From an optimization exercise on the open Yosys and OpenROAD flow, aimed at small area and a short achievable clock period; shortcuts taken in it are not production practice. Only simulation tests tie the RTL to the original design; equivalence was not proved. Power is estimated from default activity; no workload was simulated.

## build 77
// fir_gen
module fir_gen (input clk, input reset, input Load_x,
    input signed [7:0] x_in, input signed [7:0] c_in, output signed [7:0] y_out);
Size: about 620 cells after synthesis, ~27 I/O pins, ~0.0076 mm² of cells after synthesis.
==> flow/config.mk <==
export PLATFORM = sky130hd
export DESIGN_NAME = fir_gen
export DESIGN_NICKNAME = fir_gen
export VERILOG_FILES = /design/flow/design.v
export SDC_FILE = /design/flow/constraint.sdc
export NUM_CORES = 4
export LEC_CHECK = 0
export CAP_MARGIN = 20
export CORE_MARGIN = 2
export CORE_UTILIZATION = 40
export GPL_TIMING_DRIVEN = 1
export SETUP_SLACK_MARGIN = 2.5
export SLEW_MARGIN = 20
export SYNTH_HIERARCHICAL = 1
export SYNTH_MINIMUM_KEEP_SIZE = 0
==> flow/constraint.sdc <==
create_clock -name core_clock -period 5.5 [get_ports {clk}]
set_input_delay 1.1000 -clock core_clock [delete_from_list [all_inputs] [get_ports {clk}]]
set_output_delay 1.1000 -clock core_clock [all_outputs]
set_load 0.01 [all_outputs]
standard.sh (not shown) runs the stock make flow with config.mk's settings and CLKGATE_MAP_FILE= SYNTH_SCRIPT=/design/flow/synth_recipe.tcl, a recipe that flattens the netlist after the stock synthesis.
==> flow/flow/run.sh <==
#!/bin/bash
# Own layout flow: the standard flow (standard.sh), with two changes after synthesis:
#  - the input and output port buffers are buf_1 cells (buffer_ports -buffer_cell)
#  - clock tree synthesis without dummy loads
# Each step's full output goes to its own log file in this folder.
set -euo pipefail
bash standard.sh synth > synth.log 2>&1
export BUFFER_PORTS_ARGS="-buffer_cell sky130_fd_sc_hd__buf_1"
export CTS_ARGS="-sink_clustering_enable -repair_clock_nets -dont_use_dummy_load"
bash standard.sh floorplan > floorplan.log 2>&1
bash standard.sh place > place.log 2>&1
bash standard.sh cts > cts.log 2>&1
bash standard.sh route > route.log 2>&1
bash standard.sh finish > finish.log 2>&1
test -f out/final.def
Changes in build 56 relative to build 77:
diff --git a/flow/flow/run.sh b/flow/flow/run.sh
--- a/flow/flow/run.sh
+++ b/flow/flow/run.sh
@@ -3,8 +3,10 @@
 #  - the input and output port buffers are buf_1 cells (buffer_ports -buffer_cell)
 #  - clock tree synthesis without dummy loads
+#  - power recovery (downsizing of gates off the critical paths) after global routing
 # Each step's full output goes to its own log file in this folder.
 set -euo pipefail
 bash standard.sh synth > synth.log 2>&1
 export BUFFER_PORTS_ARGS="-buffer_cell sky130_fd_sc_hd__buf_1"
+export RECOVER_POWER=100
 export CTS_ARGS="-sink_clustering_enable -repair_clock_nets -dont_use_dummy_load"
 bash standard.sh floorplan > floorplan.log 2>&1
diff --git a/flow/config.mk b/flow/config.mk
--- a/flow/config.mk
+++ b/flow/config.mk
@@ -9,6 +9,5 @@
 export CORE_MARGIN = 2
 export CORE_UTILIZATION = 40
-export GPL_TIMING_DRIVEN = 1
-export SETUP_SLACK_MARGIN = 2.5
+export SETUP_SLACK_MARGIN = 2.7
 export SLEW_MARGIN = 20
 export SYNTH_HIERARCHICAL = 1
Results
Build 56 finished all stages; layout check result: FAIL, due to capacitance limit, slew limit. Between build 77 and build 56, the share of final layout cell area taken by clock buffers and inverters does not differ in any meaningful way. Changes observed in build 56 relative to build 77: fmax shrank by 23%, proportion of power drawn by combinational gates grew by 1.2 points, share of total power consumed by net switching held steady, global-route usage grew by 0.48 points. [compare] base=build 77 new=build 56: setup slack decreased by 0.89 ns relative to the old numbers, number of setup violations in the final report ~0 delta.
Changes in build 18 relative to build 56:
diff --git a/flow/flow/run.sh b/flow/flow/run.sh
--- a/flow/flow/run.sh
+++ b/flow/flow/run.sh
@@ -3,10 +3,8 @@
 #  - the input and output port buffers are buf_1 cells (buffer_ports -buffer_cell)
 #  - clock tree synthesis without dummy loads
-#  - power recovery (downsizing of gates off the critical paths) after global routing
 # Each step's full output goes to its own log file in this folder.
 set -euo pipefail
 bash standard.sh synth > synth.log 2>&1
 export BUFFER_PORTS_ARGS="-buffer_cell sky130_fd_sc_hd__buf_1"
-export RECOVER_POWER=100
 export CTS_ARGS="-sink_clustering_enable -repair_clock_nets -dont_use_dummy_load"
 bash standard.sh floorplan > floorplan.log 2>&1
diff --git a/flow/config.mk b/flow/config.mk
--- a/flow/config.mk
+++ b/flow/config.mk
@@ -8,6 +8,6 @@
 export CAP_MARGIN = 20
 export CORE_MARGIN = 2
-export CORE_UTILIZATION = 40
-export SETUP_SLACK_MARGIN = 2.7
+export CORE_UTILIZATION = 50
+export SETUP_SLACK_MARGIN = 2.5
 export SLEW_MARGIN = 20
 export SYNTH_HIERARCHICAL = 1
==> run notes <==
Comparing build 56 and build 18, the one run not ending clean was build 56. The flow completed for build 56, but it is not clean: the layout still shows capacitance limit, slew limit. Slowest cell on the critical path = sky130_fd_sc_hd__dfrtp_2: build 18; slowest cell on the critical path = sky130_fd_sc_hd__clkbuf_1: build 56. Per the comparison of build 18 with build 56, number of buffers other than clock buffers in the final layout shrank by 18; multi-input logic area shrank by 4.1%; share of power burned in the clock network grew by 0.3 points. Compared with build 56, build 18 shows first-pass iteration count of the detailed router higher by 1.
Edits applied to the flow inputs when going from build 18 to build 14:
==> flow/flow/run.sh <==
#!/bin/bash
# Own layout flow: the standard flow (standard.sh), with two changes after synthesis:
#  - the input and output port buffers are buf_1 cells (buffer_ports -buffer_cell)
#  - clock tree synthesis without dummy loads, clkbuf_4/8 below the root buffer
# Each step's full output goes to its own log file in this folder.
set -euo pipefail
bash standard.sh synth > synth.log 2>&1
export BUFFER_PORTS_ARGS="-buffer_cell sky130_fd_sc_hd__buf_1"
export CTS_ARGS="-sink_clustering_enable -repair_clock_nets -dont_use_dummy_load -root_buf sky130_fd_sc_hd__clkbuf_16 -buf_list {sky130_fd_sc_hd__clkbuf_4 sky130_fd_sc_hd__clkbuf_8}"
bash standard.sh floorplan > floorplan.log 2>&1
bash standard.sh place > place.log 2>&1
bash standard.sh cts > cts.log 2>&1
bash standard.sh route > route.log 2>&1
bash standard.sh finish > finish.log 2>&1
test -f out/final.def
diff --git a/flow/config.mk b/flow/config.mk
--- a/flow/config.mk
+++ b/flow/config.mk
@@ -8,5 +8,5 @@
 export CAP_MARGIN = 20
 export CORE_MARGIN = 2
-export CORE_UTILIZATION = 50
+export CORE_UTILIZATION = 40
 export SETUP_SLACK_MARGIN = 2.5
 export SLEW_MARGIN = 20
--- outcome ---
Build 14 closes out successfully: all stages finished, all timing, DRC and antenna checks passed.
Compared to build 18, build 14 has post-route worst hold slack 0.0059 ns lower.
Build 14 vs build 18 on wire length on met1: build 14 is the lower one.
Diff build 14 and build 18: maximum single-stage delay on the critical path higher in build 18
The sequential share of cell area on build 18 is in line with that on build 14.
Changes observed in build 14 relative to build 18: portion of netlist area occupied by mux cells barely changed, synthesized cell area neither gained nor lost much, depth of the most critical reg-to-reg path now sits higher, share of cell area taken by multi-input logic gates barely changed.
Relative to build 18, logic gate share of total power has gone down in build 14.
Taking build 18 as the reference, in build 14 routed length on met3 saw a decrease, total placed instance area saw an increase.

separate check: timing with driven ports:
How much do the figures lean on ideal ports? The routed layouts below were timed once more, with nothing changed but the port constraints. Step 1 assumes that a clkbuf_16 drives the clock port and a buf_2 every other input. Step 2, shift: input delay + t, output delay - t, t = (earliest + latest rising clock arrival at the registers) / 2. This alone moves slack from input paths to output paths. Slacks: ideal ports / drivers / drivers and shift; pairs: ideal ports / drivers.
run | t, ns | slack for setup (ns) | worst hold slack (ns)
build 77 | 0.390 | 2.553 / 2.536 / 2.448 | 0.483 / 0.483 / 0.483
build 56 | 0.388 | 1.665 / 1.665 / 1.553 | 0.492 / 0.492 / 0.492
build 18 | 0.385 | 2.557 / 2.540 / 2.401 | 0.489 / 0.489 / 0.489
build 14 | 0.390 | 2.553 / 2.536 / 2.448 | 0.483 / 0.483 / 0.483
The setup slack of build 18, which loses most, moves by -0.017 ns with the drivers and by -0.156 ns with both steps.
